Background: an optimization exercise with open tools, aiming at small area. Do not read the settings as production practice. In this exercise RTL edits were held to simulation tests only and were not proved equivalent to the original. Power and IR drop assume default switching activity.

== P ==
## Digital_Clock
module Digital_Clock(
    input clk,
    input reset,
    input set_time,
    input set_time_unchnged,
    input [5:0] set_min,
    input [5:0] set_sec,
    input up,
    input down,
    input set_alarm,
    input left,
    input right,
    input stop_watch,
    input timer,
    input start,
    input stop,
    output reg led,
    output reg [3:0] Anode_Activation,
    output reg [6:0] Cathode_Activation,
    output reg [4:0] hrs
);
For scale: about 710 cells after synthesis, about 0.0046 mm^2 of cells after synthesis.
clock: 10.0 ns
lec_check: 0
cap_margin: 20
core_margin: 2
core_utilization: 65
slew_margin: 20
standard.sh (not shown) runs the stock make flow with config.mk's settings and CLKGATE_MAP_FILE= SYNTH_SCRIPT=/design/flow/synth_recipe.tcl, a recipe that flattens the netlist after the stock synthesis.
==> flow/flow/run.sh <==
#!/bin/bash
# Standard synthesis, then the combinational logic re-mapped for area with a
# stronger ABC script (flip-flops untouched), then the standard layout.
set -euo pipefail
R=$PWD/orfs/results/sky130hd/Digital_Clock/base
bash standard.sh synth > synth_std.log 2>&1
cp $R/1_2_yosys.v synth_std.v
yosys -s flow/resynth.ys > resynth.log 2>&1
cp synth_resynth.v $R/1_2_yosys.v
rm -f $R/1_synth.odb $R/1_synth.sdc
bash standard.sh > layout.log 2>&1
==> flow/flow/resynth.abc <==
strash; &get -n; &deepsyn -T 30; &put; dch -f; map -a; topo; dnsize
Other scripts of this flow, unchanged in this note and not shown: flow/flow/resynth.ys
Edits applied to the flow inputs when going from P to Q:
# P
export LEC_CHECK = 0
export CAP_MARGIN = 20
export CORE_MARGIN = 2
export CORE_UTILIZATION = 65
export SLEW_MARGIN = 20
create_clock -name core_clock -period 10.0 [get_ports {clk}]
# Q
export LEC_CHECK = 0
export CAP_MARGIN = 20
export CORE_MARGIN = 2
export CORE_UTILIZATION = 70
export SLEW_MARGIN = 20
create_clock -name core_clock -period 10.0 [get_ports {clk}]
diff --git a/flow/flow/run.sh b/flow/flow/run.sh
--- a/flow/flow/run.sh
+++ b/flow/flow/run.sh
@@ -2,3 +2,4 @@
 # Standard synthesis, then the combinational logic re-mapped for area with a
-# stronger ABC script (flip-flops untouched), then the standard layout.
+# stronger ABC script (flip-flops untouched), then the standard layout
+# with smaller port buffers and clock buffers and power (area) recovery.
 set -euo pipefail
@@ -10,2 +11,5 @@
 rm -f $R/1_synth.odb $R/1_synth.sdc
-bash standard.sh > layout.log 2>&1
+bash standard.sh finish \
+  "BUFFER_PORTS_ARGS=-buffer_cell sky130_fd_sc_hd__buf_1" \
+  "CTS_ARGS=-sink_clustering_enable -repair_clock_nets -dont_use_dummy_load -buf_list {sky130_fd_sc_hd__clkbuf_8}" \
+  "RECOVER_POWER=100" > layout.log 2>&1
==> flow/flow/resynth.abc <==
strash; &get -n; &deepsyn -T 30; &put; dch -f; amap -F 50 -A 100 -C 5000 -E 0.01; topo; dnsize
Findings:
Status for Q and P: clean finish in P only. The layout from Q, despite a flow that completed every stage, fails the layout checks, with the failing checks listed as capacitance limit, slew limit. Taking P as the reference, in Q final area decreased by 9.1% relative to the old numbers; placement-stage cell area decreased by about 7% relative to the old numbers; final worst slack increased by 0.44 ns relative to the old numbers; total number of cells along the worst setup path decreased by 2 relative to the old numbers; number of max-slew violations in the final report increased by 35 relative to the old numbers. Relative to P, the maximum frequency measured on Q has increased by a few percent. P has a higher die extent in x than Q. [compare] base=P new=Q: first-pass iteration count of the detailed router rose by 1; depth of the most critical reg-to-reg path up 1.

== main ==
The RTL this note starts from:
==> flow/design.v <==
`timescale 1ns / 1ps
module Digital_Clock(
    input clk,
    input reset,
    input set_time,
    input set_time_unchnged,
    input [5:0] set_min,
    input [5:0] set_sec,
    input up,
    input down,
    input set_alarm,
    input left,
    input right,
    input stop_watch,
    input timer,
    input start,
    input stop,
    output reg led,
    output reg [3:0] Anode_Activation,
    output reg [6:0] Cathode_Activation,
    output reg [4:0] hrs
);
    reg [7:0] rc;
    reg [4:0] c25;
    always @(posedge clk) begin
        if (reset) begin
            rc <= 0;
            c25 <= 12;
        end else begin
            rc <= rc + 1;
            if (rc[3:0] == 4'd15)
                c25 <= (c25[4] & c25[3]) ? 5'd0 : c25 + 1;
        end
    end
    wire c_top = c25[4] & c25[3];
    wire tick = c_top && rc[3:0] == 4'd7;
    wire samp = c_top && rc[3:0] == 4'd4;
    wire t100 = rc[1:0] == 2'b01;
    reg U, D;
    always @(posedge clk)
        if (samp) begin
            U <= up;
            D <= down;
        end
    function [6:0] pm7(input [6:0] x, input dn);
        integer i;
        reg t;
        begin
            t = 1'b1;
            for (i = 0; i < 7; i = i + 1) begin
                pm7[i] = x[i] ^ t;
                t = t & (x[i] ^ dn);
            end
        end
    endfunction
    reg [5:0] S, M, s, As;
    reg [6:0] m;
    reg [5:0] Am;    
    reg [4:0] H, Ah;
    reg [3:0] count;
    wire W = stop_watch;
    wire R = right;
    wire Smax = S[5] & S[4] & S[3] & S[1] & S[0];
    wire Mmax = M[5] & M[4] & M[3] & M[1] & M[0];
    wire Mz = M == 0;
    wire Hmax = H[4] & H[2] & H[1] & H[0];
    wire Hz = H == 0;
    wire s0 = s == 0;
    wire m0 = m == 0;
    wire m59 = m == 59;
    wire h23 = hrs == 23;
    wire stm = set_time & !W;
    wire unm = !set_time & set_time_unchnged & !W;
    wire nrm = !set_time & !set_time_unchnged & !timer & !W;
    wire mdn = !R & D;
    wire mup = !R & U & !D;
    wire hdn = R ? D : (D & Mz);
    wire hup = R ? (U & !D) : (U & Mmax);
    wire Mdir = stm & mdn;
    wire [5:0] Mpm = pm7({1'b0, M}, Mdir);
    wire [5:0] Mnew = Mdir ? (Mz ? 6'd59 : Mpm) : (Mmax ? 6'd0 : Mpm);
    wire Men = stm & (mdn | mup) | Smax;
    wire Hdir = stm & hdn;
    wire [4:0] Hpm = pm7({2'b0, H}, Hdir);
    wire [4:0] Hnew = Hdir ? (Hz ? 5'd23 : Hpm) : (Hmax ? 5'd0 : Hpm);
    wire Hen = stm & (hdn | hup) | Smax & Mmax;
    wire mdir = set_time ? D : timer;
    wire [6:0] mpm = pm7(m, mdir);
    wire hdir = set_time & hdn;
    wire [4:0] hpm = pm7({2'b0, hrs}, hdir);
    wire [5:0] sdec = pm7({1'b0, s}, 1'b1);
    wire un_up = unm & !timer & !set_alarm & !R & U;
    wire tdec = unm & timer & !(m0 & s0);
    wire alarm_eq = set_alarm && H == Ah && M == Am && S == As;
    always @(posedge clk) begin
        if (reset) begin
            S <= 0; M <= 0; H <= 0;
            s <= 0; m <= 0; hrs <= 0;
            As <= 0; Am <= 0; Ah <= 0;
            count <= 11;
        end else if (tick) begin
            S <= stm ? s : (Smax ? 6'd0 : S + 6'd1);
            if (Men) M <= Mnew;
            if (Hen) H <= Hnew;
            if (nrm) begin
                s <= S; m <= {1'b0, M}; hrs <= H;
            end
            if (stm & mdn) m <= Mz ? 7'd59 : mpm;
            if (stm & mup) m <= Mmax ? 7'd0 : mpm;
            if (stm & hdn) hrs <= Hz ? 5'd23 : hpm;
            if (stm & hup) hrs <= Hmax ? 5'd0 : hpm;
            if (tdec) begin
                s <= s0 ? 6'd59 : sdec;
                if (s0) m <= mpm;
            end
            if (unm & !timer & set_alarm) begin
                As <= s; Ah <= hrs;
                Am <= {m[5:2] | {4{m[6]}}, m[1:0]};
            end
            if (un_up) begin
                m <= m59 ? 7'd0 : mpm;
                if (m59) hrs <= hpm;
            end
            if (unm & R & U) hrs <= h23 ? 5'd0 : hpm;
            if (!W) begin
                if (count[3] & count[1] & count[0]) begin
                    if (alarm_eq) count <= 0;
                end else
                    count <= count + 1;
            end
        end
    end
    always @(*) led = ~count[0];
    reg [6:0] secs4;
    reg [5:0] mins4;
    wire sw_en = t100 & W & !stop;
    wire s4max = secs4[6] & secs4[5] & secs4[1] & secs4[0];
    wire m4max = mins4[5] & mins4[4] & mins4[3] & mins4[1] & mins4[0];
    always @(posedge clk) begin
        if (reset | sw_en & !start) begin
            secs4 <= 0; mins4 <= 0;
        end else if (sw_en) begin
            secs4 <= s4max ? 7'd0 : secs4 + 7'd1;
            if (s4max) mins4 <= m4max ? 6'd0 : mins4 + 6'd1;
        end
    end
    wire [1:0] sel = rc[7:6];
    wire [6:0] v = sel[1] ? (W ? secs4 : {1'b0, s}) : (W ? {1'b0, mins4} : m);
    wire [3:0] LED_BCD = sel[0] ? v % 10 : v / 10;
    always @(*) begin
        case (sel)
            2'b00: Anode_Activation = 4'b0111;
            2'b01: Anode_Activation = 4'b1011;
            2'b10: Anode_Activation = 4'b1101;
            default: Anode_Activation = 4'b1110;
        endcase
        case (LED_BCD)
            4'd1: Cathode_Activation = 7'b1001111;
            4'd2: Cathode_Activation = 7'b0010010;
            4'd3: Cathode_Activation = 7'b0000110;
            4'd4: Cathode_Activation = 7'b1001100;
            4'd5: Cathode_Activation = 7'b0100100;
            4'd6: Cathode_Activation = 7'b0100000;
            4'd7: Cathode_Activation = 7'b0001111;
            4'd8: Cathode_Activation = 7'b0000000;
            4'd9: Cathode_Activation = 7'b0000100;
            default: Cathode_Activation = 7'b0000001;
        endcase
    end
endmodule
clock: 10.0 ns
lec_check: 0
cap_margin: 20
core_margin: 2
core_utilization: 70
slew_margin: 20
==> flow/flow/run.sh <==
#!/bin/bash
# Standard synthesis, then the combinational logic re-mapped for area with a
# stronger ABC script (flip-flops untouched), then the standard layout
# with smaller port buffers and no dummy clock loads.
set -euo pipefail
R=$PWD/orfs/results/sky130hd/Digital_Clock/base
bash standard.sh synth > synth_std.log 2>&1
cp $R/1_2_yosys.v synth_std.v
yosys -s flow/resynth.ys > resynth.log 2>&1
cp synth_resynth.v $R/1_2_yosys.v
rm -f $R/1_synth.odb $R/1_synth.sdc
bash standard.sh finish \
  "BUFFER_PORTS_ARGS=-buffer_cell sky130_fd_sc_hd__buf_1" \
  "CTS_ARGS=-sink_clustering_enable -repair_clock_nets -dont_use_dummy_load -buf_list {sky130_fd_sc_hd__clkbuf_8} -sink_clustering_size 25 -sink_clustering_max_diameter 100" > layout.log 2>&1
Other scripts of this flow, unchanged in this note and not shown: flow/flow/resynth.abc, flow/flow/resynth.ys
main | stages: all done | timing, DRC, antenna: all pass
Input changes introduced in the feature branch (baseline for comparison: main):
diff --git a/flow/flow/run.sh b/flow/flow/run.sh
--- a/flow/flow/run.sh
+++ b/flow/flow/run.sh
@@ -14 +14 @@
-  "CTS_ARGS=-sink_clustering_enable -repair_clock_nets -dont_use_dummy_load -buf_list {sky130_fd_sc_hd__clkbuf_8} -sink_clustering_size 25 -sink_clustering_max_diameter 100" > layout.log 2>&1
+  "CTS_ARGS=-sink_clustering_enable -repair_clock_nets -dont_use_dummy_load -buf_list {sky130_fd_sc_hd__clkbuf_8}" > layout.log 2>&1
==> comparison <==
Summary of the feature branch over main: growth of design area from synthesis to finish neither gained nor lost much; ratio of cells with drive above 1 in the final layout stayed essentially flat; worst-margin pin slew shows a reduction of 0.34 ns; placed cell area grew by 1.2%; cell area after layout picked up an extra about 1.2%.
main → the feature branch: critical path depth went up 3, gate count of the mapped netlist went up 15, placement-stage worst setup slack climbed 0.15 ns, tap cell count saw an increase, non-clock buffer share of cell area closely matched the old numbers.
main consumes less power than the feature branch.

afterwards: timing with drivers on the ports:
No port has a modelled driver above. Below, the same layouts with a new extraction and two added sets of constraints.
Step 1 (the two cells are an assumption about what drives the block):
set clk [get_ports {clk}]
set_driving_cell -lib_cell sky130_fd_sc_hd__clkbuf_16 $clk
set_driving_cell -lib_cell sky130_fd_sc_hd__buf_2 [delete_from_list [all_inputs] $clk]
Step 2 moves the port delays by t, midway between the first and last clock arrival at a register: inputs arrive t later, outputs are due t later. That takes back most of the time a late clock gives input paths.
Three values: no drivers, after step 1, after step 2; two values: the first two.
run | t (ns) | setup slack, ns | worst setup path at the end | slew at the worst register clock pin (ns) | pins driven straight from the clock port
P | 0.395 | 1.431 / 1.388 / 1.388 | input to output | 0.09 / 0.09 | 1
Q | 0.397 | 1.867 / 1.837 / 1.837 | input to output | 0.09 / 0.09 | 1
main | 0.376 | 1.982 / 1.950 / 1.950 | input to output | 0.08 / 0.08 | 1
the feature branch | 0.393 | 2.067 / 2.044 / 2.044 | input to output | 0.09 / 0.09 | 1
For P, which loses most, drivers alone change the setup slack by -0.043 ns; drivers and shift together by -0.043 ns.
